This is an optimization exercise on Yosys and OpenROAD, whose aim is a short achievable clock period and few clock cycles, not a production implementation.
The RTL was checked by simulation tests, not by an equivalence proof against the original design.
Power and IR drop assume default switching activity.

wip/maple:
## top
module top (
	input clk,     
	input rst_n,   
	output wire [31:0] imem_addr,
	input  wire [31:0] imem_rdata,
	output wire [31:0] dmem_addr,
	output wire [31:0] dmem_wdata,
	output wire        dmem_we,
	input  wire [31:0] dmem_rdata
);
export LEC_CHECK = 0
export CAP_MARGIN = 20
export CORE_MARGIN = 2
export CORE_UTILIZATION = 55
export CTS_CLUSTER_DIAMETER = 150
export CTS_CLUSTER_SIZE = 20
export PLACE_DENSITY = 0.7
export SLEW_MARGIN = 20
export SYNTH_HIERARCHICAL = 1
create_clock -name core_clock -period 13.0 [get_ports {clk}]
standard.sh (not shown) runs the stock make flow with config.mk's settings and CLKGATE_MAP_FILE= SYNTH_SCRIPT=/design/flow/synth_recipe.tcl, a recipe that flattens the netlist after the stock synthesis.
==> flow/flow/run.sh <==
#!/bin/bash
# The standard layout (standard.sh) with three changes to how it is made:
# the port buffers are buf_8 cells; after placement each output port's buffer
# is moved next to the flip-flop driving it (the long wire to the pin is then
# driven by the buffer); and the setup repair aims for slack beyond the clock
# period so that the achieved period shrinks.
set -euo pipefail
ARGS=(SETUP_SLACK_MARGIN=9.45 "BUFFER_PORTS_ARGS=-buffer_cell sky130_fd_sc_hd__buf_8")
bash standard.sh "${ARGS[@]}" place > standard_place.log 2>&1
RES_DIR=orfs/results/sky130hd/top/base openroad -no_init -exit flow/move_run.tcl > move_outbuf.log 2>&1
bash standard.sh "${ARGS[@]}" > standard_finish.log 2>&1
==> flow/flow/move_outbuf.tcl <==
# Move each output port's buffer next to the flip-flop that drives it, then
# legalize: the long wire to the pin is then driven by the buffer.
set block [ord::get_db_block]
set n 0
foreach term [$block getBTerms] {
  if { [$term getIoType] != "OUTPUT" } { continue }
  set net [$term getNet]
  foreach it [$net getITerms] {
    if { ![$it isOutputSignal] } { continue }
    set buf [$it getInst]
    foreach bit [$buf getITerms] {
      if { ![$bit isInputSignal] } { continue }
      set inet [$bit getNet]
      if { $inet == "NULL" } { continue }
      foreach dit [$inet getITerms] {
        if { ![$dit isOutputSignal] } { continue }
        set drv [$dit getInst]
        set loc [$drv getLocation]
        $buf setLocation [lindex $loc 0] [lindex $loc 1]
        incr n
      }
    }
  }
}
puts "moved $n output buffers"
==> flow/flow/move_run.tcl <==
# after placement: move each output port's buffer next to the flip-flop
# that drives it (see move_outbuf.tcl), legalize, and write the placement back
set r $::env(RES_DIR)
read_db $r/3_place.odb
source [file dirname [info script]]/move_outbuf.tcl
detailed_placement
check_placement
write_db $r/3_place.odb
Testbench counts of wip/maple, summed over its fixed seeds: cycles 19,925.
Here is what was changed in the inputs of wip/xenon compared with wip/maple.
diff --git a/flow/design.v b/flow/design.v
--- a/flow/design.v
+++ b/flow/design.v
@@ -182,17 +182,15 @@
 wire fromW = wrW & (rdW == rxD);
 wire zresM, zW;
 zero32 u_zm  (.x(resMx), .z(zresM));
 zero32 u_zw  (.x(resWx), .z(zW));
 wire oW;
 zero32 u_ow  (.x(resWx ^ 32'd1), .z(oW));
 wire zfx    = sxD[0] | (|(sxD[31:1] & zf));
-wire zWd;
-zero32 u_zwd (.x(resWx), .z(zWd));
-wire zOth   = fromM ? zresM : fromW ? zWd : zfx;
+wire zOth   = fromM ? zresM : fromW ? zW : zfx;
 wire unkM   = fromM & (mulM | ldM);
 wire unkD   = fromE ? unkE : unkM;
 wire resolvD = vD & bzD & ~unkD;
 wire redirBD;
 wire bzsE   = vD & bzD & fromE & ~unkE;
 wire bzearly = vD & bzD & ~fromE & ~unkM & (zOth ^ predD);
 late_sel u_rbd (.s(bzsE), .late(zresE ^ predD), .early(bzearly), .y(redirBD));
@@ -465,26 +463,24 @@
 	input         zd,
 	input  [4:0]  rd,
 	input         take,       
 	output        tp
 );
 wire isjal = ins[6:0] == 7'b1101111;
 wire isbr  = ins[6:0] == 7'b1100011;
-wire j1, j0, b1, b0;      
-andall #(.N(10)) u_j1 (.x({ins[30], ins[20], ins[19:12]}), .y(j1));
-andall #(.N(10)) u_j0 (.x(~{ins[30], ins[20], ins[19:12]}), .y(j0));
-andall #(.N(2))  u_b1 (.x({ins[30], ins[7]}), .y(b1));
-andall #(.N(2))  u_b0 (.x(~{ins[30], ins[7]}), .y(b0));
-wire p1 = ~stall & ((isjal & j1) | (isbr & b1));
-wire eq, zt, p0;
+wire sgn   = ins[31];
+wire smallJ, smallB;
+allsame #(.N(10)) u_sj (.x({ins[30], ins[20], ins[19:12]}), .s(sgn), .y(smallJ));
+allsame #(.N(2))  u_sb (.x({ins[30], ins[7]}), .s(sgn), .y(smallB));
+wire t_a = ~stall & ((isjal & smallJ) | (isbr & smallB & sgn));
+wire t_b = ~stall & isbr & smallB;
+wire eq, zt, p;
 eq5 u_eq (.a(ins[19:15]), .b(ins[24:20]), .y(eq));
 zcmp u_zt (.rs1(ins[19:15]), .rs2(ins[24:20]), .rd(rd), .zd(zd), .y(zt));
-ao21 u_p0 (.a(~stall & isbr & b0), .b(eq | zt), .c(~stall & isjal & j0), .y(p0));
-wire p;
-mux2w #(.W(1)) u_p (.s(ins[31]), .a(p1), .b(p0), .y(p));
+ao21 u_p (.a(t_b), .b(eq | zt), .c(t_a), .y(p));
 andn2 u_tp (.a(p), .b(take), .y(tp));
 endmodule
 module allsame #(
 	parameter N = 2
 ) (
 	input  [N-1:0] x,
 	input          s,
@@ -521,26 +517,31 @@
 module zcmp (
 	input  [4:0] rs1,
 	input  [4:0] rs2,
 	input  [4:0] rd,
 	input        zd,
 	output       y
 );
-wire [9:0] e;
-xnorv #(.W(10)) u_e (.a({rs1, rs2}), .b({rd, 5'd0}), .y(e));
-andall #(.N(11)) u_a (.x({e, zd}), .y(y));
+wire e, z;
+eq5   u_e (.a(rs1), .b(rd), .y(e));
+zero5 u_z (.a(rs2), .y(z));
+assign y = zd & e & z;
+endmodule
+module zero5 (
+	input  [4:0] a,
+	output       y
+);
+assign y = ~(a[0] | a[1] | a[2] | a[3] | a[4]);
 endmodule
 module eq5 (
 	input  [4:0] a,
 	input  [4:0] b,
 	output       y
 );
-wire [4:0] e;
-xnorv #(.W(5)) u_e (.a(a), .b(b), .y(e));
-andall #(.N(5)) u_a (.x(e), .y(y));
+assign y = a == b;
 endmodule
 module ao21 (
 	input  a,
 	input  b,
 	input  c,
 	output y
 );
==> comparison <==
wip/xenon: done, clean on timing, DRC and antenna. Changes observed in wip/xenon relative to wip/maple: switching power total now sits higher; critical path depth now sits lower; amount of wire on met3 after detailed routing now sits higher. Global-route met1 utilization (wip/xenon over wip/maple): decrease, 0.28 points. wip/xenon reports its start point of the critical path as imem_rdata[20] while wip/maple reports mulv[54]. From wip/maple to wip/xenon, top-level I/O count did not move at all. Changes observed in wip/xenon relative to wip/maple: synthesized cell count shows a reduction of 0.47%, final routed wirelength across all metal layers -about 0.6%. Between wip/maple and wip/xenon, share of cell area taken by flip-flops and latches is higher for wip/xenon, wip/maple comes in under that. Share of the clock period used by the worst path after layout is higher on wip/maple. On final cell count, the lower figure sits with wip/xenon, not wip/maple. wip/xenon: layout overhead on the synthesized area 1.1 points below wip/maple.
Testbench counts of wip/xenon, summed over its fixed seeds: cycles 19,925.

## re-timing with driven ports
The flow's constraints put no driver on any port. The routed layouts listed below were extracted and timed again, unchanged, in two steps. Step 1, drivers: a clkbuf_16 drives clk and a buf_2 each remaining input, both assumed. Step 2 adds t to the input delays and takes it off the output delays; t is the mean of the earliest and latest rising clock arrival at the registers after step 1. Input paths then give back, and output paths get back, about the clock's delay inside the block. Three values: ideal, step 1, step 2; two values: the first two.
run | shift t [ns] | setup slack, ns | worst hold slack (ns) | latest minus earliest clock arrival (ns)
wip/maple | 0.925 | 8.955 / 8.892 / 8.056 | 0.356 / 0.356 / 0.356 | 0.072 / 0.072
wip/xenon | 0.934 | 8.994 / 8.723 / 7.789 | 0.366 / 0.366 / 0.366 | 0.080 / 0.080
After both steps setup and hold are still met in every run listed. The setup slack of wip/xenon, which loses most, moves by -0.271 ns with the drivers and by -1.205 ns with both steps.
